Context: an optimization exercise on an open-source flow, tuned for small area and a short achievable clock period. The choices shown serve that exercise and are no tape-out recipe. No functional check of the RTL was part of any run shown here. Power is estimated from default activity; no workload was simulated.

==> flow/design.v, too long to show whole: its modules and the start of the top module <==
// module abs_difference: 8 lines
// module SAD_4x8: 1128 lines
// module sad_fa: 4 lines
// module sad_ha: 4 lines
// module control: 28 lines
// module top_level: 161 lines
module top_level
#(parameter WIDTH = 8)
(
	input clk, rst, init, finish, ack,
	input [WIDTH-1:0]
		ori_0,
		ori_1,
		ori_2,
		ori_3,
		ori_4,
		ori_5,
		ori_6,
		ori_7,
		ori_8,
		ori_9,
		ori_10,
		ori_11,
		ori_12,
		ori_13,
		ori_14,
		ori_15,
		ori_16,
		ori_17,
		ori_18,
		ori_19,
		ori_20,
		ori_21,
		ori_22,
		ori_23,
		ori_24,
		ori_25,
		ori_26,
		ori_27,
		ori_28,
		ori_29,
		ori_30,
		ori_31,
		can_0,
		can_1,
		can_2,
		can_3,
		can_4,
		can_5,
		can_6,
		can_7,
		can_8,
		can_9,
		can_10,
		can_11,
		can_12,
		can_13,
		can_14,
		can_15,
		can_16,
		can_17,
		can_18,
		can_19,
		can_20,
		can_21,
		can_22,
		can_23,
		can_24,
		can_25,
		can_26,
		can_27,
		can_28,
		can_29,
		can_30,
		can_31,
	output done,
	output [WIDTH+4:0] out_sad
	);
  // ...
==> flow/flow/run.sh <==
#!/bin/bash
# The standard layout, except that the port buffers are buf_1 cells
# (buffer_ports otherwise picks the slow, large clkdlybuf4s50_1). repair_design
# and repair_timing still resize them as they do any buffer.
set -euo pipefail
export BUFFER_PORTS_ARGS="-buffer_cell sky130_fd_sc_hd__buf_1"
bash standard.sh finish > standard.log 2>&1
==> flow/standard.sh <==
#!/bin/bash
# synth_recipe.tcl (not shown) runs the flow's synth.tcl, then flattens the netlist and writes it again
# the make line also repeats each setting of config.mk as NAME=value (left out here)
make -C /OpenROAD-flow-scripts/flow DESIGN_CONFIG=/design/flow/config.mk WORK_HOME=/design/flow/orfs CLKGATE_MAP_FILE= SYNTH_SCRIPT=/design/flow/synth_recipe.tcl "${@:-finish}"
==> flow/config.mk <==
export PLATFORM = sky130hd
export DESIGN_NAME = top_level
export DESIGN_NICKNAME = top_level
export VERILOG_FILES = /design/flow/design.v
export SDC_FILE = /design/flow/constraint.sdc
export NUM_CORES = 4
export LEC_CHECK = 0
export ABC_AREA = 1
export CAP_MARGIN = 20
export CORE_MARGIN = 2
export CORE_UTILIZATION = 40
export SLEW_MARGIN = 20
export SYNTH_HIERARCHICAL = 1
export SYNTH_MINIMUM_KEEP_SIZE = 0
==> flow/constraint.sdc <==
create_clock -name core_clock -period 5.8 [get_ports {clk}]
set_input_delay 1.1600 -clock core_clock [delete_from_list [all_inputs] [get_ports {clk}]]
set_output_delay 1.1600 -clock core_clock [all_outputs]
set_load 0.01 [all_outputs]
==> results.ini, run 1 <==
[outcome]
status=no timing/DRC/antenna violations

[drt]
viasPerCell=4.51
wl_met1_mm=34.9
top_layer=met4
via_count=24715
drtPass1Iterations=7
wl_mm=78.2

[critical_path]
cp-endpoint=out_sad[12]
startpoint=b_SAD_4x8.t_c$_SDFFE_PP0P_
crit_buf_inv=3
worstSetupPathType=flop to output port
end_kind=output port

[sta]
fmax_mhz=290
hold_viol_final=0
tightest_slew_ns=0.995
period_share=0.594

[synth]
netlist_top_cells_count=nand2_1, inv_1, fa_1
postSynthAreaPerCell_um2=7.41
ys_seq_elements=284
synth.top_cells.by_area=fa_1, dfxtp_1, nand2_1, ha_1, inv_1
synth.most_common_cell=nand2_1
yosys.area_share.simple=0.280

[cells_and_area]
seq-cell-share=0.170
n_clock_buffer=43
multi_input_area_share=0.603
multi_input_area_um2=20200
seq_cells=284
largest_register_ffs=196

[global_route]
grt_use_met3=0.0263
grt_overflow_total=0
grt_usage=0.209
grt_pass1_wl_mm=123

[placed_design]
place_area_um2=32400

[power_and_ir_drop]
ir_worst_vdd_v=0.000628
pg_seq_w=0.00379
p_seq_frac=0.231
internal_power_w=0.00888

[clock_network]
cts_sinks=284
cts_buffer_depth=3
htree_levels=2

[floorplan]
die_y_um=274
dieArea_um2=75200

==> run 2: changes to the inputs <==
--- a/flow/design.v
+++ b/flow/design.v
@@ -74,10 +74,7 @@
 		can_29,
 		can_30,
 		can_31,
-	input clr,    
-	input upd,    
-	input take,   
-	output [12:0] out_sad
+	output [12:0] sum_out
 );
 	wire [8:0] t_0 = {1'b0, ori_0} + {1'b0, ~can_0};
 	wire c_0 = t_0[8];
@@ -272,7 +269,7 @@
 	wire d2_31 = y_31[2] ^ p2_31;
 	wire p3_31 = p2_31 & t_31[2];
 	reg [195:0] ra;
-	reg [62:0] rb;
+	reg [44:0] rb;
 	wire s1;
 	wire c2;
 	wire s3;
@@ -832,7 +829,7 @@
 	always @(posedge clk)
 		ra <= {c184, c182, c180, c178, c176, c174, c172, c170, c168, c166, s183, s181, s179, s177, s175, s173, s171, s169, s167, s165, c164, c162, c160, c158, c156, c154, c152, c150, c148, c146, y_31[7], y_30[7], s163, s161, s159, s157, s155, s153, s151, s149, s147, s145, c144, c142, c140, c138, c136, c134, c132, c130, c128, c126, y_31[6], y_30[6], s143, s141, s139, s137, s135, s133, s131, s129, s127, s125, c124, c122, c120, c118, c116, c114, c112, c110, c108, c106, y_31[5], y_30[5], s123, s121, s119, s117, s115, s113, s111, s109, s107, s105, c104, c102, c100, c98, c96, c94, c92, c90, c88, c86, c84, c82, c80, y_31[4], y_30[4], s103, s101, s99, s97, s95, s93, s91, s89, s87, s85, s83, s81, s79, c78, c76, c74, c72, c70, c68, c66, c64, c62, c60, c58, c56, c54, p3_31, s77, s75, s73, s71, s69, s67, s65, s63, s61, s59, s57, s55, s53, c52, c50, c48, c46, c44, c42, c40, c38, c36, c34, c32, c30, c28, d2_31, s51, s49, s47, s45, s43, s41, s39, s37, s35, s33, s31, s29, s27, c26, c24, c22, c20, c18, c16, c14, c12, c10, c8, c6, c4, c2, d1_31, s25, s23, s21, s19, s17, s15, s13, s11, s9, s7, s5, s3, s1, d0_31};
 	always @(posedge clk)
-		rb <= {c470, c468, c466, s469, s467, s465, c464, c462, c460, s463, s461, s459, c458, c456, c454, s457, s455, s453, c452, c450, c448, s451, s449, s447, c446, c444, c442, s445, s443, s441, c440, c438, c436, s439, s437, s435, c434, c432, c430, s433, s431, s429, c428, c426, c424, s427, s425, s423, c422, c420, c418, s421, s419, s417, c416, c414, s355, s415, s413, s349, s347, s259, ra[13]};
+		rb <= {c510, s509, c508, c506, c470, s507, s505, c504, c502, s503, s501, c500, c498, s499, s497, c496, c494, s495, s493, c492, c490, s491, s489, c488, c486, s487, s485, c484, c482, s483, s481, c480, c478, s479, s477, c476, c474, s475, s473, c472, s421, s471, s415, s413, s349};
 	sad_fa u_s1 (.a(y_0[0]), .b(c_0), .c(y_1[0]), .s(s1), .co(c2));
 	sad_fa u_s3 (.a(c_1), .b(y_2[0]), .c(c_2), .s(s3), .co(c4));
 	sad_fa u_s5 (.a(y_3[0]), .b(c_3), .c(y_4[0]), .s(s5), .co(c6));
@@ -925,214 +922,372 @@
 	sad_fa u_s179 (.a(y_21[7]), .b(y_22[7]), .c(y_23[7]), .s(s179), .co(c180));
 	sad_fa u_s181 (.a(y_24[7]), .b(y_25[7]), .c(y_26[7]), .s(s181), .co(c182));
 	sad_fa u_s183 (.a(y_27[7]), .b(y_28[7]), .c(y_29[7]), .s(s183), .co(c184));
-	sad_fa u_s185 (.a(ra[14]), .b(ra[15]), .c(ra[16]), .s(s185), .co(c186));
-	sad_fa u_s187 (.a(ra[17]), .b(ra[18]), .c(ra[19]), .s(s187), .co(c188));
-	sad_fa u_s189 (.a(ra[20]), .b(ra[21]), .c(ra[22]), .s(s189), .co(c190));
-	sad_fa u_s191 (.a(ra[23]), .b(ra[24]), .c(ra[25]), .s(s191), .co(c192));
-	sad_fa u_s193 (.a(ra[41]), .b(ra[42]), .c(ra[43]), .s(s193), .co(c194));
-	sad_fa u_s195 (.a(ra[44]), .b(ra[45]), .c(ra[46]), .s(s195), .co(c196));
-	sad_fa u_s197 (.a(ra[47]), .b(ra[48]), .c(ra[49]), .s(s197), .co(c198));
-	sad_fa u_s199 (.a(ra[50]), .b(ra[51]), .c(ra[52]), .s(s199), .co(c200));
-	sad_fa u_s201 (.a(ra[53]), .b(ra[54]), .c(ra[55]), .s(s201), .co(c202));
-	sad_fa u_s203 (.a(ra[56]), .b(ra[57]), .c(ra[58]), .s(s203), .co(c204));
-	sad_fa u_s205 (.a(ra[68]), .b(ra[69]), .c(ra[70]), .s(s205), .co(c206));
-	sad_fa u_s207 (.a(ra[71]), .b(ra[72]), .c(ra[73]), .s(s207), .co(c208));
-	sad_fa u_s209 (.a(ra[74]), .b(ra[75]), .c(ra[76]), .s(s209), .co(c210));
-	sad_fa u_s211 (.a(ra[77]), .b(ra[78]), .c(ra[79]), .s(s211), .co(c212));
-	sad_fa u_s213 (.a(ra[80]), .b(ra[81]), .c(ra[82]), .s(s213), .co(c214));
-	sad_fa u_s215 (.a(ra[83]), .b(ra[84]), .c(ra[85]), .s(s215), .co(c216));
-	sad_fa u_s217 (.a(ra[86]), .b(ra[87]), .c(ra[88]), .s(s217), .co(c218));
-	sad_fa u_s219 (.a(ra[95]), .b(ra[96]), .c(ra[97]), .s(s219), .co(c220));
-	sad_fa u_s221 (.a(ra[98]), .b(ra[99]), .c(ra[100]), .s(s221), .co(c222));
-	sad_fa u_s223 (.a(ra[101]), .b(ra[102]), .c(ra[103]), .s(s223), .co(c224));
-	sad_fa u_s225 (.a(ra[104]), .b(ra[105]), .c(ra[106]), .s(s225), .co(c226));
-	sad_fa u_s227 (.a(ra[107]), .b(ra[108]), .c(ra[109]), .s(s227), .co(c228));
-	sad_fa u_s229 (.a(ra[110]), .b(ra[111]), .c(ra[112]), .s(s229), .co(c230));
+	sad_x3 u_s185 (.a(ra[14]), .b(ra[15]), .c(ra[16]), .s(s185));
+	sad_mj u_c186 (.a(ra[14]), .b(ra[15]), .c(ra[16]), .co(c186));
+	sad_x3 u_s187 (.a(ra[17]), .b(ra[18]), .c(ra[19]), .s(s187));
+	sad_mj u_c188 (.a(ra[17]), .b(ra[18]), .c(ra[19]), .co(c188));
+	sad_x3 u_s189 (.a(ra[20]), .b(ra[21]), .c(ra[22]), .s(s189));
+	sad_mj u_c190 (.a(ra[20]), .b(ra[21]), .c(ra[22]), .co(c190));
+	sad_x3 u_s191 (.a(ra[23]), .b(ra[24]), .c(ra[25]), .s(s191));
+	sad_mj u_c192 (.a(ra[23]), .b(ra[24]), .c(ra[25]), .co(c192));
+	sad_x3 u_s193 (.a(ra[41]), .b(ra[42]), .c(ra[43]), .s(s193));
+	sad_mj u_c194 (.a(ra[41]), .b(ra[42]), .c(ra[43]), .co(c194));
+	sad_x3 u_s195 (.a(ra[44]), .b(ra[45]), .c(ra[46]), .s(s195));
+	sad_mj u_c196 (.a(ra[44]), .b(ra[45]), .c(ra[46]), .co(c196));
+	sad_x3 u_s197 (.a(ra[47]), .b(ra[48]), .c(ra[49]), .s(s197));
+	sad_mj u_c198 (.a(ra[47]), .b(ra[48]), .c(ra[49]), .co(c198));
+	sad_x3 u_s199 (.a(ra[50]), .b(ra[51]), .c(ra[52]), .s(s199));
+	sad_mj u_c200 (.a(ra[50]), .b(ra[51]), .c(ra[52]), .co(c200));
+	sad_x3 u_s201 (.a(ra[53]), .b(ra[54]), .c(ra[55]), .s(s201));
+	sad_mj u_c202 (.a(ra[53]), .b(ra[54]), .c(ra[55]), .co(c202));
+	sad_x3 u_s203 (.a(ra[56]), .b(ra[57]), .c(ra[58]), .s(s203));
+	sad_mj u_c204 (.a(ra[56]), .b(ra[57]), .c(ra[58]), .co(c204));
+	sad_x3 u_s205 (.a(ra[68]), .b(ra[69]), .c(ra[70]), .s(s205));
+	sad_mj u_c206 (.a(ra[68]), .b(ra[69]), .c(ra[70]), .co(c206));
+	sad_x3 u_s207 (.a(ra[71]), .b(ra[72]), .c(ra[73]), .s(s207));
+	sad_mj u_c208 (.a(ra[71]), .b(ra[72]), .c(ra[73]), .co(c208));
+	sad_x3 u_s209 (.a(ra[74]), .b(ra[75]), .c(ra[76]), .s(s209));
+	sad_mj u_c210 (.a(ra[74]), .b(ra[75]), .c(ra[76]), .co(c210));
+	sad_x3 u_s211 (.a(ra[77]), .b(ra[78]), .c(ra[79]), .s(s211));
+	sad_mj u_c212 (.a(ra[77]), .b(ra[78]), .c(ra[79]), .co(c212));
+	sad_x3 u_s213 (.a(ra[80]), .b(ra[81]), .c(ra[82]), .s(s213));
+	sad_mj u_c214 (.a(ra[80]), .b(ra[81]), .c(ra[82]), .co(c214));
+	sad_x3 u_s215 (.a(ra[83]), .b(ra[84]), .c(ra[85]), .s(s215));
+	sad_mj u_c216 (.a(ra[83]), .b(ra[84]), .c(ra[85]), .co(c216));
+	sad_x3 u_s217 (.a(ra[86]), .b(ra[87]), .c(ra[88]), .s(s217));
+	sad_mj u_c218 (.a(ra[86]), .b(ra[87]), .c(ra[88]), .co(c218));
+	sad_x3 u_s219 (.a(ra[95]), .b(ra[96]), .c(ra[97]), .s(s219));
+	sad_mj u_c220 (.a(ra[95]), .b(ra[96]), .c(ra[97]), .co(c220));
+	sad_x3 u_s221 (.a(ra[98]), .b(ra[99]), .c(ra[100]), .s(s221));
+	sad_mj u_c222 (.a(ra[98]), .b(ra[99]), .c(ra[100]), .co(c222));
+	sad_x3 u_s223 (.a(ra[101]), .b(ra[102]), .c(ra[103]), .s(s223));
+	sad_mj u_c224 (.a(ra[101]), .b(ra[102]), .c(ra[103]), .co(c224));
+	sad_x3 u_s225 (.a(ra[104]), .b(ra[105]), .c(ra[106]), .s(s225));
+	sad_mj u_c226 (.a(ra[104]), .b(ra[105]), .c(ra[106]), .co(c226));
+	sad_x3 u_s227 (.a(ra[107]), .b(ra[108]), .c(ra[109]), .s(s227));
+	sad_mj u_c228 (.a(ra[107]), .b(ra[108]), .c(ra[109]), .co(c228));
+	sad_x3 u_s229 (.a(ra[110]), .b(ra[111]), .c(ra[112]), .s(s229));
+	sad_mj u_c230 (.a(ra[110]), .b(ra[111]), .c(ra[112]), .co(c230));
 	sad_ha u_s231 (.a(ra[113]), .b(ra[114]), .s(s231), .co(c232));
-	sad_fa u_s233 (.a(ra[120]), .b(ra[121]), .c(ra[122]), .s(s233), .co(c234));
-	sad_fa u_s235 (.a(ra[123]), .b(ra[124]), .c(ra[125]), .s(s235), .co(c236));
-	sad_fa u_s237 (.a(ra[126]), .b(ra[127]), .c(ra[128]), .s(s237), .co(c238));
-	sad_fa u_s239 (.a(ra[129]), .b(ra[130]), .c(ra[131]), .s(s239), .co(c240));
-	sad_fa u_s241 (.a(ra[132]), .b(ra[133]), .c(ra[134]), .s(s241), .co(c242));
-	sad_fa u_s243 (.a(ra[142]), .b(ra[143]), .c(ra[144]), .s(s243), .co(c244));
-	sad_fa u_s245 (.a(ra[145]), .b(ra[146]), .c(ra[147]), .s(s245), .co(c246));
-	sad_fa u_s247 (.a(ra[148]), .b(ra[149]), .c(ra[150]), .s(s247), .co(c248));
-	sad_fa u_s249 (.a(ra[151]), .b(ra[152]), .c(ra[153]), .s(s249), .co(c250));
-	sad_fa u_s251 (.a(ra[164]), .b(ra[165]), .c(ra[166]), .s(s251), .co(c252));
-	sad_fa u_s253 (.a(ra[167]), .b(ra[168]), .c(ra[169]), .s(s253), .co(c254));
-	sad_fa u_s255 (.a(ra[170]), .b(ra[171]), .c(ra[172]), .s(s255), .co(c256));
+	sad_x3 u_s233 (.a(ra[120]), .b(ra[121]), .c(ra[122]), .s(s233));
+	sad_mj u_c234 (.a(ra[120]), .b(ra[121]), .c(ra[122]), .co(c234));
+	sad_x3 u_s235 (.a(ra[123]), .b(ra[124]), .c(ra[125]), .s(s235));
+	sad_mj u_c236 (.a(ra[123]), .b(ra[124]), .c(ra[125]), .co(c236));
+	sad_x3 u_s237 (.a(ra[126]), .b(ra[127]), .c(ra[128]), .s(s237));
+	sad_mj u_c238 (.a(ra[126]), .b(ra[127]), .c(ra[128]), .co(c238));
+	sad_x3 u_s239 (.a(ra[129]), .b(ra[130]), .c(ra[131]), .s(s239));
+	sad_mj u_c240 (.a(ra[129]), .b(ra[130]), .c(ra[131]), .co(c240));
+	sad_x3 u_s241 (.a(ra[132]), .b(ra[133]), .c(ra[134]), .s(s241));
+	sad_mj u_c242 (.a(ra[132]), .b(ra[133]), .c(ra[134]), .co(c242));
+	sad_x3 u_s243 (.a(ra[142]), .b(ra[143]), .c(ra[144]), .s(s243));
+	sad_mj u_c244 (.a(ra[142]), .b(ra[143]), .c(ra[144]), .co(c244));
+	sad_x3 u_s245 (.a(ra[145]), .b(ra[146]), .c(ra[147]), .s(s245));
+	sad_mj u_c246 (.a(ra[145]), .b(ra[146]), .c(ra[147]), .co(c246));
+	sad_x3 u_s247 (.a(ra[148]), .b(ra[149]), .c(ra[150]), .s(s247));
+	sad_mj u_c248 (.a(ra[148]), .b(ra[149]), .c(ra[150]), .co(c248));
+	sad_x3 u_s249 (.a(ra[151]), .b(ra[152]), .c(ra[153]), .s(s249));
+	sad_mj u_c250 (.a(ra[151]), .b(ra[152]), .c(ra[153]), .co(c250));
+	sad_x3 u_s251 (.a(ra[164]), .b(ra[165]), .c(ra[166]), .s(s251));
+	sad_mj u_c252 (.a(ra[164]), .b(ra[165]), .c(ra[166]), .co(c252));
+	sad_x3 u_s253 (.a(ra[167]), .b(ra[168]), .c(ra[169]), .s(s253));
+	sad_mj u_c254 (.a(ra[167]), .b(ra[168]), .c(ra[169]), .co(c254));
+	sad_x3 u_s255 (.a(ra[170]), .b(ra[171]), .c(ra[172]), .s(s255));
+	sad_mj u_c256 (.a(ra[170]), .b(ra[171]), .c(ra[172]), .co(c256));
 	sad_ha u_s257 (.a(ra[173]), .b(ra[174]), .s(s257), .co(c258));
 	sad_ha u_s259 (.a(ra[0]), .b(ra[1]), .s(s259), .co(c260));
-	sad_fa u_s261 (.a(ra[26]), .b(ra[27]), .c(ra[28]), .s(s261), .co(c262));
-	sad_fa u_s263 (.a(ra[29]), .b(ra[30]), .c(ra[31]), .s(s263), .co(c264));
-	sad_fa u_s265 (.a(ra[32]), .b(ra[33]), .c(ra[34]), .s(s265), .co(c266));
+	sad_x3 u_s261 (.a(ra[26]), .b(ra[27]), .c(ra[28]), .s(s261));
+	sad_mj u_c262 (.a(ra[26]), .b(ra[27]), .c(ra[28]), .co(c262));
+	sad_x3 u_s263 (.a(ra[29]), .b(ra[30]), .c(ra[31]), .s(s263));
+	sad_mj u_c264 (.a(ra[29]), .b(ra[30]), .c(ra[31]), .co(c264));
+	sad_x3 u_s265 (.a(ra[32]), .b(ra[33]), .c(ra[34]), .s(s265));
+	sad_mj u_c266 (.a(ra[32]), .b(ra[33]), .c(ra[34]), .co(c266));
 	sad_ha u_s267 (.a(ra[35]), .b(ra[36]), .s(s267), .co(c268));
-	sad_fa u_s269 (.a(ra[59]), .b(ra[60]), .c(ra[61]), .s(s269), .co(c270));
-	sad_fa u_s271 (.a(ra[62]), .b(ra[63]), .c(ra[64]), .s(s271), .co(c272));
-	sad_fa u_s273 (.a(ra[65]), .b(ra[66]), .c(ra[67]), .s(s273), .co(c274));
-	sad_fa u_s275 (.a(c186), .b(c188), .c(c190), .s(s275), .co(c276));
-	sad_fa u_s277 (.a(c192), .b(s193), .c(s195), .s(s277), .co(c278));
-	sad_fa u_s279 (.a(ra[89]), .b(ra[90]), .c(ra[91]), .s(s279), .co(c280));
-	sad_fa u_s281 (.a(ra[92]), .b(ra[93]), .c(ra[94]), .s(s281), .co(c282));
-	sad_fa u_s283 (.a(c194), .b(c196), .c(c198), .s(s283), .co(c284));
-	sad_fa u_s285 (.a(c200), .b(c202), .c(c204), .s(s285), .co(c286));
-	sad_fa u_s287 (.a(s205), .b(s207), .c(s209), .s(s287), .co(c288));
+	sad_x3 u_s269 (.a(ra[59]), .b(ra[60]), .c(ra[61]), .s(s269));
+	sad_mj u_c270 (.a(ra[59]), .b(ra[60]), .c(ra[61]), .co(c270));
+	sad_x3 u_s271 (.a(ra[62]), .b(ra[63]), .c(ra[64]), .s(s271));
+	sad_mj u_c272 (.a(ra[62]), .b(ra[63]), .c(ra[64]), .co(c272));
+	sad_x3 u_s273 (.a(ra[65]), .b(ra[66]), .c(ra[67]), .s(s273));
+	sad_mj u_c274 (.a(ra[65]), .b(ra[66]), .c(ra[67]), .co(c274));
+	sad_x3 u_s275 (.a(c186), .b(c188), .c(c190), .s(s275));
+	sad_mj u_c276 (.a(c186), .b(c188), .c(c190), .co(c276));
+	sad_x3 u_s277 (.a(c192), .b(s193), .c(s195), .s(s277));
+	sad_mj u_c278 (.a(c192), .b(s193), .c(s195), .co(c278));
+	sad_x3 u_s279 (.a(ra[89]), .b(ra[90]), .c(ra[91]), .s(s279));
+	sad_mj u_c280 (.a(ra[89]), .b(ra[90]), .c(ra[91]), .co(c280));
+	sad_x3 u_s281 (.a(ra[92]), .b(ra[93]), .c(ra[94]), .s(s281));
+	sad_mj u_c282 (.a(ra[92]), .b(ra[93]), .c(ra[94]), .co(c282));
+	sad_x3 u_s283 (.a(c194), .b(c196), .c(c198), .s(s283));
+	sad_mj u_c284 (.a(c194), .b(c196), .c(c198), .co(c284));
+	sad_x3 u_s285 (.a(c200), .b(c202), .c(c204), .s(s285));
+	sad_mj u_c286 (.a(c200), .b(c202), .c(c204), .co(c286));
+	sad_x3 u_s287 (.a(s205), .b(s207), .c(s209), .s(s287));
+	sad_mj u_c288 (.a(s205), .b(s207), .c(s209), .co(c288));
 	sad_ha u_s289 (.a(s211), .b(s213), .s(s289), .co(c290));
-	sad_fa u_s291 (.a(ra[115]), .b(ra[116]), .c(ra[117]), .s(s291), .co(c292));
-	sad_fa u_s293 (.a(ra[118]), .b(ra[119]), .c(c206), .s(s293), .co(c294));
-	sad_fa u_s295 (.a(c208), .b(c210), .c(c212), .s(s295), .co(c296));
-	sad_fa u_s297 (.a(c214), .b(c216), .c(c218), .s(s297), .co(c298));
-	sad_fa u_s299 (.a(s219), .b(s221), .c(s223), .s(s299), .co(c300));
-	sad_fa u_s301 (.a(s225), .b(s227), .c(s229), .s(s301), .co(c302));
-	sad_fa u_s303 (.a(ra[135]), .b(ra[136]), .c(ra[137]), .s(s303), .co(c304));
-	sad_fa u_s305 (.a(ra[138]), .b(ra[139]), .c(ra[140]), .s(s305), .co(c306));
-	sad_fa u_s307 (.a(ra[141]), .b(c220), .c(c222), .s(s307), .co(c308));
-	sad_fa u_s309 (.a(c224), .b(c226), .c(c228), .s(s309), .co(c310));
-	sad_fa u_s311 (.a(c230), .b(c232), .c(s233), .s(s311), .co(c312));
-	sad_fa u_s313 (.a(s235), .b(s237), .c(s239), .s(s313), .co(c314));
-	sad_fa u_s315 (.a(ra[154]), .b(ra[155]), .c(ra[156]), .s(s315), .co(c316));
-	sad_fa u_s317 (.a(ra[157]), .b(ra[158]), .c(ra[159]), .s(s317), .co(c318));
-	sad_fa u_s319 (.a(ra[160]), .b(ra[161]), .c(ra[162]), .s(s319), .co(c320));
-	sad_fa u_s321 (.a(ra[163]), .b(c234), .c(c236), .s(s321), .co(c322));
-	sad_fa u_s323 (.a(c238), .b(c240), .c(c242), .s(s323), .co(c324));
-	sad_fa u_s325 (.a(s243), .b(s245), .c(s247), .s(s325), .co(c326));
-	sad_fa u_s327 (.a(ra[175]), .b(ra[176]), .c(ra[177]), .s(s327), .co(c328));
-	sad_fa u_s329 (.a(ra[178]), .b(ra[179]), .c(ra[180]), .s(s329), .co(c330));
-	sad_fa u_s331 (.a(ra[181]), .b(ra[182]), .c(ra[183]), .s(s331), .co(c332));
-	sad_fa u_s333 (.a(ra[184]), .b(ra[185]), .c(c244), .s(s333), .co(c334));
-	sad_fa u_s335 (.a(c246), .b(c248), .c(c250), .s(s335), .co(c336));
-	sad_fa u_s337 (.a(s251), .b(s253), .c(s255), .s(s337), .co(c338));
-	sad_fa u_s339 (.a(ra[186]), .b(ra[187]), .c(ra[188]), .s(s339), .co(c340));
-	sad_fa u_s341 (.a(ra[189]), .b(ra[190]), .c(ra[191]), .s(s341), .co(c342));
-	sad_fa u_s343 (.a(ra[192]), .b(ra[193]), .c(ra[194]), .s(s343), .co(c344));
+	sad_x3 u_s291 (.a(ra[115]), .b(ra[116]), .c(ra[117]), .s(s291));
+	sad_mj u_c292 (.a(ra[115]), .b(ra[116]), .c(ra[117]), .co(c292));
+	sad_x3 u_s293 (.a(ra[118]), .b(ra[119]), .c(c206), .s(s293));
+	sad_mj u_c294 (.a(ra[118]), .b(ra[119]), .c(c206), .co(c294));
+	sad_x3 u_s295 (.a(c208), .b(c210), .c(c212), .s(s295));
+	sad_mj u_c296 (.a(c208), .b(c210), .c(c212), .co(c296));
+	sad_x3 u_s297 (.a(c214), .b(c216), .c(c218), .s(s297));
+	sad_mj u_c298 (.a(c214), .b(c216), .c(c218), .co(c298));
+	sad_x3 u_s299 (.a(s219), .b(s221), .c(s223), .s(s299));
+	sad_mj u_c300 (.a(s219), .b(s221), .c(s223), .co(c300));
+	sad_x3 u_s301 (.a(s225), .b(s227), .c(s229), .s(s301));
+	sad_mj u_c302 (.a(s225), .b(s227), .c(s229), .co(c302));
+	sad_x3 u_s303 (.a(ra[135]), .b(ra[136]), .c(ra[137]), .s(s303));
+	sad_mj u_c304 (.a(ra[135]), .b(ra[136]), .c(ra[137]), .co(c304));
+	sad_x3 u_s305 (.a(ra[138]), .b(ra[139]), .c(ra[140]), .s(s305));
+	sad_mj u_c306 (.a(ra[138]), .b(ra[139]), .c(ra[140]), .co(c306));
+	sad_x3 u_s307 (.a(ra[141]), .b(c220), .c(c222), .s(s307));
+	sad_mj u_c308 (.a(ra[141]), .b(c220), .c(c222), .co(c308));
+	sad_x3 u_s309 (.a(c224), .b(c226), .c(c228), .s(s309));
+	sad_mj u_c310 (.a(c224), .b(c226), .c(c228), .co(c310));
+	sad_x3 u_s311 (.a(c230), .b(c232), .c(s233), .s(s311));
+	sad_mj u_c312 (.a(c230), .b(c232), .c(s233), .co(c312));
+	sad_x3 u_s313 (.a(s235), .b(s237), .c(s239), .s(s313));
+	sad_mj u_c314 (.a(s235), .b(s237), .c(s239), .co(c314));
+	sad_x3 u_s315 (.a(ra[154]), .b(ra[155]), .c(ra[156]), .s(s315));
+	sad_mj u_c316 (.a(ra[154]), .b(ra[155]), .c(ra[156]), .co(c316));
+	sad_x3 u_s317 (.a(ra[157]), .b(ra[158]), .c(ra[159]), .s(s317));
+	sad_mj u_c318 (.a(ra[157]), .b(ra[158]), .c(ra[159]), .co(c318));
+	sad_x3 u_s319 (.a(ra[160]), .b(ra[161]), .c(ra[162]), .s(s319));
+	sad_mj u_c320 (.a(ra[160]), .b(ra[161]), .c(ra[162]), .co(c320));
+	sad_x3 u_s321 (.a(ra[163]), .b(c234), .c(c236), .s(s321));
+	sad_mj u_c322 (.a(ra[163]), .b(c234), .c(c236), .co(c322));
+	sad_x3 u_s323 (.a(c238), .b(c240), .c(c242), .s(s323));
+	sad_mj u_c324 (.a(c238), .b(c240), .c(c242), .co(c324));
+	sad_x3 u_s325 (.a(s243), .b(s245), .c(s247), .s(s325));
+	sad_mj u_c326 (.a(s243), .b(s245), .c(s247), .co(c326));
+	sad_x3 u_s327 (.a(ra[175]), .b(ra[176]), .c(ra[177]), .s(s327));
+	sad_mj u_c328 (.a(ra[175]), .b(ra[176]), .c(ra[177]), .co(c328));
+	sad_x3 u_s329 (.a(ra[178]), .b(ra[179]), .c(ra[180]), .s(s329));
+	sad_mj u_c330 (.a(ra[178]), .b(ra[179]), .c(ra[180]), .co(c330));
+	sad_x3 u_s331 (.a(ra[181]), .b(ra[182]), .c(ra[183]), .s(s331));
+	sad_mj u_c332 (.a(ra[181]), .b(ra[182]), .c(ra[183]), .co(c332));
+	sad_x3 u_s333 (.a(ra[184]), .b(ra[185]), .c(c244), .s(s333));
+	sad_mj u_c334 (.a(ra[184]), .b(ra[185]), .c(c244), .co(c334));
+	sad_x3 u_s335 (.a(c246), .b(c248), .c(c250), .s(s335));
+	sad_mj u_c336 (.a(c246), .b(c248), .c(c250), .co(c336));
+	sad_x3 u_s337 (.a(s251), .b(s253), .c(s255), .s(s337));
+	sad_mj u_c338 (.a(s251), .b(s253), .c(s255), .co(c338));
+	sad_x3 u_s339 (.a(ra[186]), .b(ra[187]), .c(ra[188]), .s(s339));
+	sad_mj u_c340 (.a(ra[186]), .b(ra[187]), .c(ra[188]), .co(c340));
+	sad_x3 u_s341 (.a(ra[189]), .b(ra[190]), .c(ra[191]), .s(s341));
+	sad_mj u_c342 (.a(ra[189]), .b(ra[190]), .c(ra[191]), .co(c342));
+	sad_x3 u_s343 (.a(ra[192]), .b(ra[193]), .c(ra[194]), .s(s343));
+	sad_mj u_c344 (.a(ra[192]), .b(ra[193]), .c(ra[194]), .co(c344));
 	sad_ha u_s345 (.a(ra[195]), .b(c252), .s(s345), .co(c346));
-	sad_fa u_s347 (.a(ra[2]), .b(ra[3]), .c(ra[4]), .s(s347), .co(c348));
-	sad_fa u_s349 (.a(ra[5]), .b(ra[6]), .c(ra[7]), .s(s349), .co(c350));
-	sad_fa u_s351 (.a(ra[37]), .b(ra[38]), .c(ra[39]), .s(s351), .co(c352));
-	sad_fa u_s353 (.a(ra[40]), .b(s185), .c(s187), .s(s353), .co(c354));
-	sad_fa u_s355 (.a(s189), .b(s191), .c(c260), .s(s355), .co(c356));
-	sad_fa u_s357 (.a(s197), .b(s199), .c(s201), .s(s357), .co(c358));
-	sad_fa u_s359 (.a(s203), .b(c262), .c(c264), .s(s359), .co(c360));
-	sad_fa u_s361 (.a(c266), .b(c268), .c(s269), .s(s361), .co(c362));
+	sad_x3 u_s347 (.a(ra[2]), .b(ra[3]), .c(ra[4]), .s(s347));
+	sad_mj u_c348 (.a(ra[2]), .b(ra[3]), .c(ra[4]), .co(c348));
+	sad_x3 u_s349 (.a(ra[5]), .b(ra[6]), .c(ra[7]), .s(s349));
+	sad_mj u_c350 (.a(ra[5]), .b(ra[6]), .c(ra[7]), .co(c350));
+	sad_x3 u_s351 (.a(ra[37]), .b(ra[38]), .c(ra[39]), .s(s351));
+	sad_mj u_c352 (.a(ra[37]), .b(ra[38]), .c(ra[39]), .co(c352));
+	sad_x3 u_s353 (.a(ra[40]), .b(s185), .c(s187), .s(s353));
+	sad_mj u_c354 (.a(ra[40]), .b(s185), .c(s187), .co(c354));
+	sad_x3 u_s355 (.a(s189), .b(s191), .c(c260), .s(s355));
+	sad_mj u_c356 (.a(s189), .b(s191), .c(c260), .co(c356));
+	sad_x3 u_s357 (.a(s197), .b(s199), .c(s201), .s(s357));
+	sad_mj u_c358 (.a(s197), .b(s199), .c(s201), .co(c358));
+	sad_x3 u_s359 (.a(s203), .b(c262), .c(c264), .s(s359));
+	sad_mj u_c360 (.a(s203), .b(c262), .c(c264), .co(c360));
+	sad_x3 u_s361 (.a(c266), .b(c268), .c(s269), .s(s361));
+	sad_mj u_c362 (.a(c266), .b(c268), .c(s269), .co(c362));
 	sad_ha u_s363 (.a(s271), .b(s273), .s(s363), .co(c364));
-	sad_fa u_s365 (.a(s215), .b(s217), .c(c270), .s(s365), .co(c366));
-	sad_fa u_s367 (.a(c272), .b(c274), .c(c276), .s(s367), .co(c368));
-	sad_fa u_s369 (.a(c278), .b(s279), .c(s281), .s(s369), .co(c370));
-	sad_fa u_s371 (.a(s283), .b(s285), .c(s287), .s(s371), .co(c372));
-	sad_fa u_s373 (.a(s231), .b(c280), .c(c282), .s(s373), .co(c374));
-	sad_fa u_s375 (.a(c284), .b(c286), .c(c288), .s(s375), .co(c376));
-	sad_fa u_s377 (.a(c290), .b(s291), .c(s293), .s(s377), .co(c378));
-	sad_fa u_s379 (.a(s295), .b(s297), .c(s299), .s(s379), .co(c380));
-	sad_fa u_s381 (.a(s241), .b(c292), .c(c294), .s(s381), .co(c382));
-	sad_fa u_s383 (.a(c296), .b(c298), .c(c300), .s(s383), .co(c384));
-	sad_fa u_s385 (.a(c302), .b(s303), .c(s305), .s(s385), .co(c386));
-	sad_fa u_s387 (.a(s307), .b(s309), .c(s311), .s(s387), .co(c388));
-	sad_fa u_s389 (.a(s249), .b(c304), .c(c306), .s(s389), .co(c390));
-	sad_fa u_s391 (.a(c308), .b(c310), .c(c312), .s(s391), .co(c392));
-	sad_fa u_s393 (.a(c314), .b(s315), .c(s317), .s(s393), .co(c394));
-	sad_fa u_s395 (.a(s319), .b(s321), .c(s323), .s(s395), .co(c396));
-	sad_fa u_s397 (.a(s257), .b(c316), .c(c318), .s(s397), .co(c398));
-	sad_fa u_s399 (.a(c320), .b(c322), .c(c324), .s(s399), .co(c400));
-	sad_fa u_s401 (.a(c326), .b(s327), .c(s329), .s(s401), .co(c402));
-	sad_fa u_s403 (.a(s331), .b(s333), .c(s335), .s(s403), .co(c404));
-	sad_fa u_s405 (.a(c254), .b(c256), .c(c258), .s(s405), .co(c406));
-	sad_fa u_s407 (.a(c328), .b(c330), .c(c332), .s(s407), .co(c408));
-	sad_fa u_s409 (.a(c334), .b(c336), .c(c338), .s(s409), .co(c410));
-	sad_fa u_s411 (.a(s339), .b(s341), .c(s343), .s(s411), .co(c412));
-	sad_fa u_s413 (.a(ra[8]), .b(ra[9]), .c(ra[10]), .s(s413), .co(c414));
+	sad_x3 u_s365 (.a(s215), .b(s217), .c(c270), .s(s365));
+	sad_mj u_c366 (.a(s215), .b(s217), .c(c270), .co(c366));
+	sad_x3 u_s367 (.a(c272), .b(c274), .c(c276), .s(s367));
+	sad_mj u_c368 (.a(c272), .b(c274), .c(c276), .co(c368));
+	sad_x3 u_s369 (.a(c278), .b(s279), .c(s281), .s(s369));
+	sad_mj u_c370 (.a(c278), .b(s279), .c(s281), .co(c370));
+	sad_x3 u_s371 (.a(s283), .b(s285), .c(s287), .s(s371));
+	sad_mj u_c372 (.a(s283), .b(s285), .c(s287), .co(c372));
+	sad_x3 u_s373 (.a(s231), .b(c280), .c(c282), .s(s373));
+	sad_mj u_c374 (.a(s231), .b(c280), .c(c282), .co(c374));
+	sad_x3 u_s375 (.a(c284), .b(c286), .c(c288), .s(s375));
+	sad_mj u_c376 (.a(c284), .b(c286), .c(c288), .co(c376));
+	sad_x3 u_s377 (.a(c290), .b(s291), .c(s293), .s(s377));
+	sad_mj u_c378 (.a(c290), .b(s291), .c(s293), .co(c378));
+	sad_x3 u_s379 (.a(s295), .b(s297), .c(s299), .s(s379));
+	sad_mj u_c380 (.a(s295), .b(s297), .c(s299), .co(c380));
+	sad_x3 u_s381 (.a(s241), .b(c292), .c(c294), .s(s381));
+	sad_mj u_c382 (.a(s241), .b(c292), .c(c294), .co(c382));
+	sad_x3 u_s383 (.a(c296), .b(c298), .c(c300), .s(s383));
+	sad_mj u_c384 (.a(c296), .b(c298), .c(c300), .co(c384));
+	sad_x3 u_s385 (.a(c302), .b(s303), .c(s305), .s(s385));
+	sad_mj u_c386 (.a(c302), .b(s303), .c(s305), .co(c386));
+	sad_x3 u_s387 (.a(s307), .b(s309), .c(s311), .s(s387));
+	sad_mj u_c388 (.a(s307), .b(s309), .c(s311), .co(c388));
+	sad_x3 u_s389 (.a(s249), .b(c304), .c(c306), .s(s389));
+	sad_mj u_c390 (.a(s249), .b(c304), .c(c306), .co(c390));
+	sad_x3 u_s391 (.a(c308), .b(c310), .c(c312), .s(s391));
+	sad_mj u_c392 (.a(c308), .b(c310), .c(c312), .co(c392));
+	sad_x3 u_s393 (.a(c314), .b(s315), .c(s317), .s(s393));
+	sad_mj u_c394 (.a(c314), .b(s315), .c(s317), .co(c394));
+	sad_x3 u_s395 (.a(s319), .b(s321), .c(s323), .s(s395));
+	sad_mj u_c396 (.a(s319), .b(s321), .c(s323), .co(c396));
+	sad_x3 u_s397 (.a(s257), .b(c316), .c(c318), .s(s397));
+	sad_mj u_c398 (.a(s257), .b(c316), .c(c318), .co(c398));
+	sad_x3 u_s399 (.a(c320), .b(c322), .c(c324), .s(s399));
+	sad_mj u_c400 (.a(c320), .b(c322), .c(c324), .co(c400));
+	sad_x3 u_s401 (.a(c326), .b(s327), .c(s329), .s(s401));
+	sad_mj u_c402 (.a(c326), .b(s327), .c(s329), .co(c402));
+	sad_x3 u_s403 (.a(s331), .b(s333), .c(s335), .s(s403));
+	sad_mj u_c404 (.a(s331), .b(s333), .c(s335), .co(c404));
+	sad_x3 u_s405 (.a(c254), .b(c256), .c(c258), .s(s405));
+	sad_mj u_c406 (.a(c254), .b(c256), .c(c258), .co(c406));
+	sad_x3 u_s407 (.a(c328), .b(c330), .c(c332), .s(s407));
+	sad_mj u_c408 (.a(c328), .b(c330), .c(c332), .co(c408));
+	sad_x3 u_s409 (.a(c334), .b(c336), .c(c338), .s(s409));
+	sad_mj u_c410 (.a(c334), .b(c336), .c(c338), .co(c410));
+	sad_x3 u_s411 (.a(s339), .b(s341), .c(s343), .s(s411));
+	sad_mj u_c412 (.a(s339), .b(s341), .c(s343), .co(c412));
+	sad_x3 u_s413 (.a(ra[8]), .b(ra[9]), .c(ra[10]), .s(s413));
+	sad_mj u_c414 (.a(ra[8]), .b(ra[9]), .c(ra[10]), .co(c414));
 	sad_ha u_s415 (.a(ra[11]), .b(ra[12]), .s(s415), .co(c416));
-	sad_fa u_s417 (.a(s261), .b(s263), .c(s265), .s(s417), .co(c418));
-	sad_fa u_s419 (.a(s267), .b(c348), .c(c350), .s(s419), .co(c420));
+	sad_x3 u_s417 (.a(s261), .b(s263), .c(s265), .s(s417));
+	sad_mj u_c418 (.a(s261), .b(s263), .c(s265), .co(c418));
+	sad_x3 u_s419 (.a(s267), .b(c348), .c(c350), .s(s419));
+	sad_mj u_c420 (.a(s267), .b(c348), .c(c350), .co(c420));
 	sad_ha u_s421 (.a(s351), .b(s353), .s(s421), .co(c422));
-	sad_fa u_s423 (.a(s275), .b(s277), .c(c352), .s(s423), .co(c424));
-	sad_fa u_s425 (.a(c354), .b(c356), .c(s357), .s(s425), .co(c426));
-	sad_fa u_s427 (.a(s359), .b(s361), .c(s363), .s(s427), .co(c428));
-	sad_fa u_s429 (.a(s289), .b(c358), .c(c360), .s(s429), .co(c430));
-	sad_fa u_s431 (.a(c362), .b(c364), .c(s365), .s(s431), .co(c432));
-	sad_fa u_s433 (.a(s367), .b(s369), .c(s371), .s(s433), .co(c434));
-	sad_fa u_s435 (.a(s301), .b(c366), .c(c368), .s(s435), .co(c436));
-	sad_fa u_s437 (.a(c370), .b(c372), .c(s373), .s(s437), .co(c438));
-	sad_fa u_s439 (.a(s375), .b(s377), .c(s379), .s(s439), .co(c440));
-	sad_fa u_s441 (.a(s313), .b(c374), .c(c376), .s(s441), .co(c442));
-	sad_fa u_s443 (.a(c378), .b(c380), .c(s381), .s(s443), .co(c444));
-	sad_fa u_s445 (.a(s383), .b(s385), .c(s387), .s(s445), .co(c446));
-	sad_fa u_s447 (.a(s325), .b(c382), .c(c384), .s(s447), .co(c448));
-	sad_fa u_s449 (.a(c386), .b(c388), .c(s389), .s(s449), .co(c450));
-	sad_fa u_s451 (.a(s391), .b(s393), .c(s395), .s(s451), .co(c452));
-	sad_fa u_s453 (.a(s337), .b(c390), .c(c392), .s(s453), .co(c454));
-	sad_fa u_s455 (.a(c394), .b(c396), .c(s397), .s(s455), .co(c456));
-	sad_fa u_s457 (.a(s399), .b(s401), .c(s403), .s(s457), .co(c458));
-	sad_fa u_s459 (.a(s345), .b(c398), .c(c400), .s(s459), .co(c460));
-	sad_fa u_s461 (.a(c402), .b(c404), .c(s405), .s(s461), .co(c462));
-	sad_fa u_s463 (.a(s407), .b(s409), .c(s411), .s(s463), .co(c464));
-	sad_fa u_s465 (.a(c340), .b(c342), .c(c344), .s(s465), .co(c466));
-	sad_fa u_s467 (.a(c346), .b(c406), .c(c408), .s(s467), .co(c468));
+	sad_x3 u_s423 (.a(s275), .b(s277), .c(c352), .s(s423));
+	sad_mj u_c424 (.a(s275), .b(s277), .c(c352), .co(c424));
+	sad_x3 u_s425 (.a(c354), .b(c356), .c(s357), .s(s425));
+	sad_mj u_c426 (.a(c354), .b(c356), .c(s357), .co(c426));
+	sad_x3 u_s427 (.a(s359), .b(s361), .c(s363), .s(s427));
+	sad_mj u_c428 (.a(s359), .b(s361), .c(s363), .co(c428));
+	sad_x3 u_s429 (.a(s289), .b(c358), .c(c360), .s(s429));
+	sad_mj u_c430 (.a(s289), .b(c358), .c(c360), .co(c430));
+	sad_x3 u_s431 (.a(c362), .b(c364), .c(s365), .s(s431));
+	sad_mj u_c432 (.a(c362), .b(c364), .c(s365), .co(c432));
+	sad_x3 u_s433 (.a(s367), .b(s369), .c(s371), .s(s433));
+	sad_mj u_c434 (.a(s367), .b(s369), .c(s371), .co(c434));
+	sad_x3 u_s435 (.a(s301), .b(c366), .c(c368), .s(s435));
+	sad_mj u_c436 (.a(s301), .b(c366), .c(c368), .co(c436));
+	sad_x3 u_s437 (.a(c370), .b(c372), .c(s373), .s(s437));
+	sad_mj u_c438 (.a(c370), .b(c372), .c(s373), .co(c438));
+	sad_x3 u_s439 (.a(s375), .b(s377), .c(s379), .s(s439));
+	sad_mj u_c440 (.a(s375), .b(s377), .c(s379), .co(c440));
+	sad_x3 u_s441 (.a(s313), .b(c374), .c(c376), .s(s441));
+	sad_mj u_c442 (.a(s313), .b(c374), .c(c376), .co(c442));
+	sad_x3 u_s443 (.a(c378), .b(c380), .c(s381), .s(s443));
+	sad_mj u_c444 (.a(c378), .b(c380), .c(s381), .co(c444));
+	sad_x3 u_s445 (.a(s383), .b(s385), .c(s387), .s(s445));
+	sad_mj u_c446 (.a(s383), .b(s385), .c(s387), .co(c446));
+	sad_x3 u_s447 (.a(s325), .b(c382), .c(c384), .s(s447));
+	sad_mj u_c448 (.a(s325), .b(c382), .c(c384), .co(c448));
+	sad_x3 u_s449 (.a(c386), .b(c388), .c(s389), .s(s449));
+	sad_mj u_c450 (.a(c386), .b(c388), .c(s389), .co(c450));
+	sad_x3 u_s451 (.a(s391), .b(s393), .c(s395), .s(s451));
+	sad_mj u_c452 (.a(s391), .b(s393), .c(s395), .co(c452));
+	sad_x3 u_s453 (.a(s337), .b(c390), .c(c392), .s(s453));
+	sad_mj u_c454 (.a(s337), .b(c390), .c(c392), .co(c454));
+	sad_x3 u_s455 (.a(c394), .b(c396), .c(s397), .s(s455));
+	sad_mj u_c456 (.a(c394), .b(c396), .c(s397), .co(c456));
+	sad_x3 u_s457 (.a(s399), .b(s401), .c(s403), .s(s457));
+	sad_mj u_c458 (.a(s399), .b(s401), .c(s403), .co(c458));
+	sad_x3 u_s459 (.a(s345), .b(c398), .c(c400), .s(s459));
+	sad_mj u_c460 (.a(s345), .b(c398), .c(c400), .co(c460));
+	sad_x3 u_s461 (.a(c402), .b(c404), .c(s405), .s(s461));
+	sad_mj u_c462 (.a(c402), .b(c404), .c(s405), .co(c462));
+	sad_x3 u_s463 (.a(s407), .b(s409), .c(s411), .s(s463));
+	sad_mj u_c464 (.a(s407), .b(s409), .c(s411), .co(c464));
+	sad_x3 u_s465 (.a(c340), .b(c342), .c(c344), .s(s465));
+	sad_mj u_c466 (.a(c340), .b(c342), .c(c344), .co(c466));
+	sad_x3 u_s467 (.a(c346), .b(c406), .c(c408), .s(s467));
+	sad_mj u_c468 (.a(c346), .b(c406), .c(c408), .co(c468));
 	sad_ha u_s469 (.a(c410), .b(c412), .s(s469), .co(c470));
-	sad_fa u_s471 (.a(rb[0]), .b(rb[1]), .c(rb[2]), .s(s471), .co(c472));
-	sad_fa u_s473 (.a(rb[6]), .b(rb[7]), .c(rb[8]), .s(s473), .co(c474));
-	sad_ha u_s475 (.a(rb[9]), .b(rb[10]), .s(s475), .co(c476));
-	sad_fa u_s477 (.a(rb[12]), .b(rb[13]), .c(rb[14]), .s(s477), .co(c478));
-	sad_fa u_s479 (.a(rb[15]), .b(rb[16]), .c(rb[17]), .s(s479), .co(c480));
-	sad_fa u_s481 (.a(rb[18]), .b(rb[19]), .c(rb[20]), .s(s481), .co(c482));
-	sad_fa u_s483 (.a(rb[21]), .b(rb[22]), .c(rb[23]), .s(s483), .co(c484));
-	sad_fa u_s485 (.a(rb[24]), .b(rb[25]), .c(rb[26]), .s(s485), .co(c486));
-	sad_fa u_s487 (.a(rb[27]), .b(rb[28]), .c(rb[29]), .s(s487), .co(c488));
-	sad_fa u_s489 (.a(rb[30]), .b(rb[31]), .c(rb[32]), .s(s489), .co(c490));
-	sad_fa u_s491 (.a(rb[33]), .b(rb[34]), .c(rb[35]), .s(s491), .co(c492));
-	sad_fa u_s493 (.a(rb[36]), .b(rb[37]), .c(rb[38]), .s(s493), .co(c494));
-	sad_fa u_s495 (.a(rb[39]), .b(rb[40]), .c(rb[41]), .s(s495), .co(c496));
-	sad_fa u_s497 (.a(rb[42]), .b(rb[43]), .c(rb[44]), .s(s497), .co(c498));
-	sad_fa u_s499 (.a(rb[45]), .b(rb[46]), .c(rb[47]), .s(s499), .co(c500));
-	sad_fa u_s501 (.a(rb[48]), .b(rb[49]), .c(rb[50]), .s(s501), .co(c502));
-	sad_fa u_s503 (.a(rb[51]), .b(rb[52]), .c(rb[53]), .s(s503), .co(c504));
-	sad_fa u_s505 (.a(rb[54]), .b(rb[55]), .c(rb[56]), .s(s505), .co(c506));
-	sad_fa u_s507 (.a(rb[57]), .b(rb[58]), .c(rb[59]), .s(s507), .co(c508));
-	sad_ha u_s509 (.a(rb[60]), .b(rb[61]), .s(s509), .co(c510));
-	sad_ha u_s511 (.a(rb[3]), .b(rb[4]), .s(s511), .co(c512));
-	sad_fa u_s513 (.a(rb[11]), .b(c472), .c(s473), .s(s513), .co(c514));
-	sad_fa u_s515 (.a(c474), .b(c476), .c(s477), .s(s515), .co(c516));
-	sad_fa u_s517 (.a(c478), .b(c480), .c(s481), .s(s517), .co(c518));
-	sad_fa u_s519 (.a(c482), .b(c484), .c(s485), .s(s519), .co(c520));
-	sad_fa u_s521 (.a(c486), .b(c488), .c(s489), .s(s521), .co(c522));
-	sad_fa u_s523 (.a(c490), .b(c492), .c(s493), .s(s523), .co(c524));
-	sad_fa u_s525 (.a(c494), .b(c496), .c(s497), .s(s525), .co(c526));
-	sad_fa u_s527 (.a(c498), .b(c500), .c(s501), .s(s527), .co(c528));
-	sad_fa u_s529 (.a(c502), .b(c504), .c(s505), .s(s529), .co(c530));
-	sad_fa u_s531 (.a(rb[62]), .b(c506), .c(c508), .s(s531), .co(c532));
-	sad_ha u_s533 (.a(rb[5]), .b(s471), .s(s533), .co(c534));
-	sad_fa u_s535 (.a(s475), .b(c512), .c(s513), .s(s535), .co(c536));
-	sad_fa u_s537 (.a(s479), .b(c514), .c(s515), .s(s537), .co(c538));
-	sad_fa u_s539 (.a(s483), .b(c516), .c(s517), .s(s539), .co(c540));
-	sad_fa u_s541 (.a(s487), .b(c518), .c(s519), .s(s541), .co(c542));
-	sad_fa u_s543 (.a(s491), .b(c520), .c(s521), .s(s543), .co(c544));
-	sad_fa u_s545 (.a(s495), .b(c522), .c(s523), .s(s545), .co(c546));
-	sad_fa u_s547 (.a(s499), .b(c524), .c(s525), .s(s547), .co(c548));
-	sad_fa u_s549 (.a(s503), .b(c526), .c(s527), .s(s549), .co(c550));
-	sad_fa u_s551 (.a(s507), .b(c528), .c(s529), .s(s551), .co(c552));
-	sad_fa u_s553 (.a(s509), .b(c530), .c(s531), .s(s553), .co(c554));
-	sad_ha u_s555 (.a(c510), .b(c532), .s(s555), .co(c556));
+	sad_x3 u_s471 (.a(ra[13]), .b(s259), .c(s347), .s(s471));
+	sad_mj u_c472 (.a(ra[13]), .b(s259), .c(s347), .co(c472));
+	sad_x3 u_s473 (.a(s355), .b(c414), .c(c416), .s(s473));
+	sad_mj u_c474 (.a(s355), .b(c414), .c(c416), .co(c474));
+	sad_ha u_s475 (.a(s417), .b(s419), .s(s475), .co(c476));
+	sad_x3 u_s477 (.a(c418), .b(c420), .c(c422), .s(s477));
+	sad_mj u_c478 (.a(c418), .b(c420), .c(c422), .co(c478));
+	sad_x3 u_s479 (.a(s423), .b(s425), .c(s427), .s(s479));
+	sad_mj u_c480 (.a(s423), .b(s425), .c(s427), .co(c480));
+	sad_x3 u_s481 (.a(c424), .b(c426), .c(c428), .s(s481));
+	sad_mj u_c482 (.a(c424), .b(c426), .c(c428), .co(c482));
+	sad_x3 u_s483 (.a(s429), .b(s431), .c(s433), .s(s483));
+	sad_mj u_c484 (.a(s429), .b(s431), .c(s433), .co(c484));
+	sad_x3 u_s485 (.a(c430), .b(c432), .c(c434), .s(s485));
+	sad_mj u_c486 (.a(c430), .b(c432), .c(c434), .co(c486));
+	sad_x3 u_s487 (.a(s435), .b(s437), .c(s439), .s(s487));
+	sad_mj u_c488 (.a(s435), .b(s437), .c(s439), .co(c488));
+	sad_x3 u_s489 (.a(c436), .b(c438), .c(c440), .s(s489));
+	sad_mj u_c490 (.a(c436), .b(c438), .c(c440), .co(c490));
+	sad_x3 u_s491 (.a(s441), .b(s443), .c(s445), .s(s491));
+	sad_mj u_c492 (.a(s441), .b(s443), .c(s445), .co(c492));
+	sad_x3 u_s493 (.a(c442), .b(c444), .c(c446), .s(s493));
+	sad_mj u_c494 (.a(c442), .b(c444), .c(c446), .co(c494));
+	sad_x3 u_s495 (.a(s447), .b(s449), .c(s451), .s(s495));
+	sad_mj u_c496 (.a(s447), .b(s449), .c(s451), .co(c496));
+	sad_x3 u_s497 (.a(c448), .b(c450), .c(c452), .s(s497));
+	sad_mj u_c498 (.a(c448), .b(c450), .c(c452), .co(c498));
+	sad_x3 u_s499 (.a(s453), .b(s455), .c(s457), .s(s499));
+	sad_mj u_c500 (.a(s453), .b(s455), .c(s457), .co(c500));
+	sad_x3 u_s501 (.a(c454), .b(c456), .c(c458), .s(s501));
+	sad_mj u_c502 (.a(c454), .b(c456), .c(c458), .co(c502));
+	sad_x3 u_s503 (.a(s459), .b(s461), .c(s463), .s(s503));
+	sad_mj u_c504 (.a(s459), .b(s461), .c(s463), .co(c504));
+	sad_x3 u_s505 (.a(c460), .b(c462), .c(c464), .s(s505));
+	sad_mj u_c506 (.a(c460), .b(c462), .c(c464), .co(c506));
+	sad_x3 u_s507 (.a(s465), .b(s467), .c(s469), .s(s507));
+	sad_mj u_c508 (.a(s465), .b(s467), .c(s469), .co(c508));
+	sad_ha u_s509 (.a(c466), .b(c468), .s(s509), .co(c510));
+	sad_ha u_s511 (.a(rb[0]), .b(rb[1]), .s(s511), .co(c512));
+	sad_x3 u_s513 (.a(rb[4]), .b(rb[5]), .c(rb[6]), .s(s513));
+	sad_mj u_c514 (.a(rb[4]), .b(rb[5]), .c(rb[6]), .co(c514));
+	sad_x3 u_s515 (.a(rb[8]), .b(rb[9]), .c(rb[10]), .s(s515));
+	sad_mj u_c516 (.a(rb[8]), .b(rb[9]), .c(rb[10]), .co(c516));
+	sad_x3 u_s517 (.a(rb[12]), .b(rb[13]), .c(rb[14]), .s(s517));
+	sad_mj u_c518 (.a(rb[12]), .b(rb[13]), .c(rb[14]), .co(c518));
+	sad_x3 u_s519 (.a(rb[16]), .b(rb[17]), .c(rb[18]), .s(s519));
+	sad_mj u_c520 (.a(rb[16]), .b(rb[17]), .c(rb[18]), .co(c520));
+	sad_x3 u_s521 (.a(rb[20]), .b(rb[21]), .c(rb[22]), .s(s521));
+	sad_mj u_c522 (.a(rb[20]), .b(rb[21]), .c(rb[22]), .co(c522));
+	sad_x3 u_s523 (.a(rb[24]), .b(rb[25]), .c(rb[26]), .s(s523));
+	sad_mj u_c524 (.a(rb[24]), .b(rb[25]), .c(rb[26]), .co(c524));
+	sad_x3 u_s525 (.a(rb[28]), .b(rb[29]), .c(rb[30]), .s(s525));
+	sad_mj u_c526 (.a(rb[28]), .b(rb[29]), .c(rb[30]), .co(c526));
+	sad_x3 u_s527 (.a(rb[32]), .b(rb[33]), .c(rb[34]), .s(s527));
+	sad_mj u_c528 (.a(rb[32]), .b(rb[33]), .c(rb[34]), .co(c528));
+	sad_x3 u_s529 (.a(rb[36]), .b(rb[37]), .c(rb[38]), .s(s529));
+	sad_mj u_c530 (.a(rb[36]), .b(rb[37]), .c(rb[38]), .co(c530));
+	sad_x3 u_s531 (.a(rb[40]), .b(rb[41]), .c(rb[42]), .s(s531));
+	sad_mj u_c532 (.a(rb[40]), .b(rb[41]), .c(rb[42]), .co(c532));
+	sad_ha u_s533 (.a(rb[2]), .b(rb[3]), .s(s533), .co(c534));
+	sad_x3 u_s535 (.a(rb[7]), .b(c512), .c(s513), .s(s535));
+	sad_mj u_c536 (.a(rb[7]), .b(c512), .c(s513), .co(c536));
+	sad_x3 u_s537 (.a(rb[11]), .b(c514), .c(s515), .s(s537));
+	sad_mj u_c538 (.a(rb[11]), .b(c514), .c(s515), .co(c538));
+	sad_x3 u_s539 (.a(rb[15]), .b(c516), .c(s517), .s(s539));
+	sad_mj u_c540 (.a(rb[15]), .b(c516), .c(s517), .co(c540));
+	sad_x3 u_s541 (.a(rb[19]), .b(c518), .c(s519), .s(s541));
+	sad_mj u_c542 (.a(rb[19]), .b(c518), .c(s519), .co(c542));
+	sad_x3 u_s543 (.a(rb[23]), .b(c520), .c(s521), .s(s543));
+	sad_mj u_c544 (.a(rb[23]), .b(c520), .c(s521), .co(c544));
+	sad_x3 u_s545 (.a(rb[27]), .b(c522), .c(s523), .s(s545));
+	sad_mj u_c546 (.a(rb[27]), .b(c522), .c(s523), .co(c546));
+	sad_x3 u_s547 (.a(rb[31]), .b(c524), .c(s525), .s(s547));
+	sad_mj u_c548 (.a(rb[31]), .b(c524), .c(s525), .co(c548));
+	sad_x3 u_s549 (.a(rb[35]), .b(c526), .c(s527), .s(s549));
+	sad_mj u_c550 (.a(rb[35]), .b(c526), .c(s527), .co(c550));
+	sad_x3 u_s551 (.a(rb[39]), .b(c528), .c(s529), .s(s551));
+	sad_mj u_c552 (.a(rb[39]), .b(c528), .c(s529), .co(c552));
+	sad_x3 u_s553 (.a(rb[43]), .b(c530), .c(s531), .s(s553));
+	sad_mj u_c554 (.a(rb[43]), .b(c530), .c(s531), .co(c554));
+	sad_ha u_s555 (.a(rb[44]), .b(c532), .s(s555), .co(c556));
 	wire [12:0] op_a = {c556, c554, c552, c550, c548, c546, c544, c542, c540, c538, c536, c534, s511};
 	wire [12:0] op_b = {1'b0, s555, s553, s551, s549, s547, s545, s543, s541, s539, s537, s535, s533};
-	wire [6:0] lo = op_a[5:0] + op_b[5:0];
-	wire [6:0] nxt_a = op_a[12:6];
-	wire [5:0] nxt_b = {op_b[11], op_b[10], op_b[9], op_b[8], op_b[7], op_b[6]};
-	reg [5:0] t_lo;
-	reg t_c;
-	reg [6:0] t_a;
-	reg [5:0] t_b;
-	always @(posedge clk)
-	begin
-		if (clr | (upd & ~take))
-		begin
-			t_lo <= 0; t_c <= 0; t_a <= 0; t_b <= 0;
-		end
-		else if (upd)
-		begin
-			t_lo <= lo[5:0]; t_c <= lo[6]; t_a <= nxt_a; t_b <= nxt_b;
-		end
-	end
-	wire [6:0] hi_b = {1'b0, t_b[5], t_b[4], t_b[3], t_b[2], t_b[1], t_b[0]};
-	assign out_sad = {t_a + hi_b + t_c, t_lo};
+	assign sum_out = op_a + op_b;
+endmodule
+module sad_x3(input a, b, c, output s);
+	assign s = a ^ b ^ c;
+endmodule
+module sad_mj(input a, b, c, output co);
+	assign co = (a & b) | (a & c) | (b & c);
 endmodule
 module sad_fa(input a, b, c, output s, co);
 	assign s = a ^ b ^ c;
@@ -1243,6 +1398,7 @@
 	output [WIDTH+4:0] out_sad
 	);
 	wire idle, en;
+	wire [12:0] sum;
 	control b_control(
 		.clk(clk),
 		.rst(rst),
@@ -1253,12 +1409,6 @@
 		.idle(idle),
 		.en(en)
 		);
-	reg en_1, en_2;
-	always @(posedge clk)
-	begin
-		en_1 <= en;
-		en_2 <= en_1;
-	end
 	SAD_4x8 b_SAD_4x8(
 		.clk(clk),
 		.ori_0(ori_0),
@@ -1325,9 +1475,18 @@
 		.can_29(can_29),
 		.can_30(can_30),
 		.can_31(can_31),
-		.clr(idle),
-		.upd(en_1),
-		.take(en_2),
-		.out_sad(out_sad)
+		.sum_out(sum)
 		);
+	reg en_1, en_2;
+	reg [12:0] total;
+	always @(posedge clk)
+	begin
+		en_1 <= en;
+		en_2 <= en_1;
+		if (idle)
+			total <= 0;
+		else if (en_1)
+			total <= en_2 ? sum : 13'd0;
+	end
+	assign out_sad = total;
 endmodule
==> run 2 against run 1 <==
  * Clock-buffer cell count down 4
  * Still clean on timing, DRC and antenna
  * Highest routed layer unchanged
  * Largest cell class unchanged
  * Sequential share of layout area down 3.8 points
  * Final area up 18%
==> results.ini, run 2 <==
[clock_network]
cts_tree=done  ; unchanged
cts_sinks=259  ; was 284
cts-root-buf=clkbuf_16  ; unchanged
cts_buffer_depth=3  ; unchanged
htree_levels=2  ; unchanged
cts_made_buffers=34  ; unchanged
clkLatencyLatePin_ns=0.55  ; was 0.54 ns
postCtsResizedCells=0  ; unchanged
postCtsSetupRepairBufs=0  ; unchanged

[drt]
drtPass1Iterations=5  ; was 7
via_count=35139  ; was 24,715
wl_per_cell_um=12.8  ; was 14.3 um
viasPerCell=4.52  ; was 4.51
wl_mm=99.6  ; was 78.2 mm
final_antenna_net_count=0  ; unchanged

[cells_and_area]
reg_top3=b_SAD_4x8.ra x196, b_SAD_4x8.rb x45, total x13  ; was b_SAD_4x8.ra x196, b_SAD_4x8.rb x63, b_SAD_4x8.t_a x7
final_common_cell=nand2_1  ; unchanged
n_fill_cell=9303  ; was 7,404
fin_nets=7514  ; was 5,598
largest_register_ffs=196  ; unchanged
drive_above_1_share=0.0525  ; was 0.0519
utilization=0.456  ; was 0.462

[sta]
fmax_mhz=347  ; was 290 MHz
period_share=0.496  ; was 0.594
setup_viol=0  ; unchanged
hold_viol_final=0  ; unchanged
whs_ns=0.446  ; was 0.327 ns
tightest_slew_ns=0.589  ; was 0.995 ns
final_max_slew_viol_count=0  ; unchanged

[critical_path]
end_kind=flop  ; was output port
slowest_stage=fa_1  ; unchanged
cp-start-kind=input port  ; was flop
cpPeakStageDelay_ns=0.49  ; was 0.41 ns
worstSetupPathType=input port to flop  ; was flop to output port
crit_fanout=9  ; was 3
crit_buf_inv=4  ; was 3

[global_route]
grt_use_met3=0.0181  ; was 0.0263
grt_pass1_wl_mm=158  ; was 123 mm
grt_overflow_total=0  ; unchanged
grt_max_degree=16  ; was 29
grt_pass1_vias=31847  ; was 24,261
grt_usage=0.220  ; was 0.209
antenna_found_initial=3  ; was 0
globalRouteMet1Util=0.287  ; was 0.270

[synth]
synth.most_common_cell=nand2_1  ; unchanged
ys_warn_count=9  ; unchanged
synth-main-ff-cell=dfxtp_1  ; unchanged
synth.top_cells.by_area=nand2_1, dfxtp_1, inv_1, ha_1, fa_1  ; was fa_1, dfxtp_1, nand2_1, ha_1, inv_1
netlist.area_leader.share=0.292  ; was 0.204
postSynthAreaPerCell_um2=5.78  ; was 7.41 um2
netlist_top_cells_count=nand2_1, inv_1, nand3_1  ; was nand2_1, inv_1, fa_1
ys_types=32  ; was 28
async_flop_share=0.0116  ; was 0.0106
netlist_area_um2=34900  ; was 29,200 um2
syn-num-nets=6952  ; was 5,037
ys_seq_elements=259  ; was 284

[power_and_ir_drop]
pwr-share-clk=0.102  ; was 0.133
swShare=0.562  ; was 0.458
p_switching_w=0.0126  ; was 0.00751 W
p_seq_frac=0.168  ; was 0.231
internal_power_w=0.00982  ; was 0.00888 W
ir_worst_vdd_v=0.000362  ; was 0.000628 V
power_frac_comb=0.730  ; was 0.636

[floorplan]
fp.coreArea_um2=86600  ; was 72,600 um2
dieArea_um2=89500  ; was 75,200 um2
die_y_um=299  ; was 274 um
die_w_um=299  ; was 274 um

[worst_hold_path]
hold_class=input port to async pin  ; was flop to flop

[job]
cap_violations=0  ; unchanged

[outcome]
status=no timing/DRC/antenna violations  ; unchanged

[placed_design]
place_area_um2=38300  ; was 32,400 um2

-- run 2: cell types whose count changed in the layout (fill, tap and decap cells not counted), moves of 18 or more --
cell / before / now
inv_1: 845 / 1344
xnor2_1: 43 / 67
dfxtp_1: 281 / 256
a21oi_4: 24 / 6
nand2_1: 1277 / 2715
nand3_1: 296 / 462
nand3_2: 9 / 171
xor2_1: 139 / 108
fa_1: 298 / 125
nor2_1: 109 / 158
-- run 2: worst paths after layout --
check / from / endpoint / cells past startpoint / slack [ns]
setup / recovery: can_21[0] / b_SAD_4x8.ra[63]$_DFF_P_ / 12 / 2.92
hold reg to reg: b_control.busy$_DFF_PP0_ / en_1$_DFF_P_ / 0 / 0.45
hold / removal: rst / b_control.wait_st$_DFF_PP0_ / 2 / 0.45
max in group asynchronous: rst / b_control.busy$_DFF_PP0_ / 2 / 5.22
setup reg to reg: b_SAD_4x8.rb[12]$_DFF_P_ / total[12]$_SDFFE_PP0P_ / 18 / 3.42
min in group core_clock: b_control.busy$_DFF_PP0_ / en_1$_DFF_P_ / 0 / 0.45
-- run 2: power by group through the flow --
stage | Clock, W | Sequential, W | Combinational [W]
floorplan | 0 | 0.00331 | 0.0127
global placement | 0 | 0.00379 | 0.0159
detailed placement | 0 | 0.00380 | 0.0164
CTS | 0.00233 | 0.00377 | 0.0164
global route | 0.00241 | 0.00389 | 0.0190
finish | 0.00228 | 0.00377 | 0.0164
-- run 2: Yosys stat by module (local to each module, per instance) --
module	area, um2	flip-flops and latches	cells
SAD_4x8	22600	241	3622
top_level	524	15	59
control	133	3	16
sad_x3	35.0	0	9
sad_mj	21.3	0	4
sad_fa	20.0	0	1
sad_ha	12.5	0	1
-- run 2: per-layer routing --
metal | wire, um | vias up
met3 | 3020 | 75
met2 | 48100 | 488
met5 | 0 | -
met4 | 1420 | 0
met1 | 47100 | 15464
li1 | - | 19112
-- run 2: final cells by class --
class                      count  area [um2]  share of cell area
multi-input combinational   4397       24500               0.621
sequential                   259        5200               0.132
inverter                    1367        5130               0.130
timing repair buffer         530        1990              0.0504
tap                         1155        1450              0.0366
clock buffer                  39         911              0.0231
clock inverter                21         283             0.00717
antenna                        1        2.50           0.0000634
-- run 2: through the flow --
stage          instances  power (W)  worst slack [ns]
2_1_floorplan       6027     0.0160              2.79
3_3_place_gp        7708     0.0197              2.39
3_5_place_dp        7708     0.0202              2.36
4_1_cts             7768     0.0225              2.93
5_1_grt             7769     0.0253              2.76
6_report            7769     0.0224              2.92
-- run 2: cell families after synthesis --
group / Yosys count / synth area share
simple gates: 3700 / 0.464
buf+inv: 1371 / 0.148
fa+ha+maj: 408 / 0.173
flops: 259 / 0.149
xor+xnor: 175 / 0.0440
compound gates: 114 / 0.0208

-- static timing again, ports no longer ideal --
How much do the figures lean on ideal ports? The routed layouts below were timed once more, with nothing changed but the port constraints.
Step 1 assumes that a clkbuf_16 drives the clock port and a buf_2 every other input.
Step 2, shift: input delay + t, output delay - t, t = (earliest + latest rising clock arrival at the registers) / 2. This alone moves slack from input paths to output paths.
Three values: no drivers, after step 1, after step 2; two values: the first two.
run	t (ns)	slack for setup (ns)
run 1	0.591	2.355 / 2.297 / 2.461
run 2	0.599	2.921 / 2.963 / 2.364
After both steps every run listed still meets setup and hold.
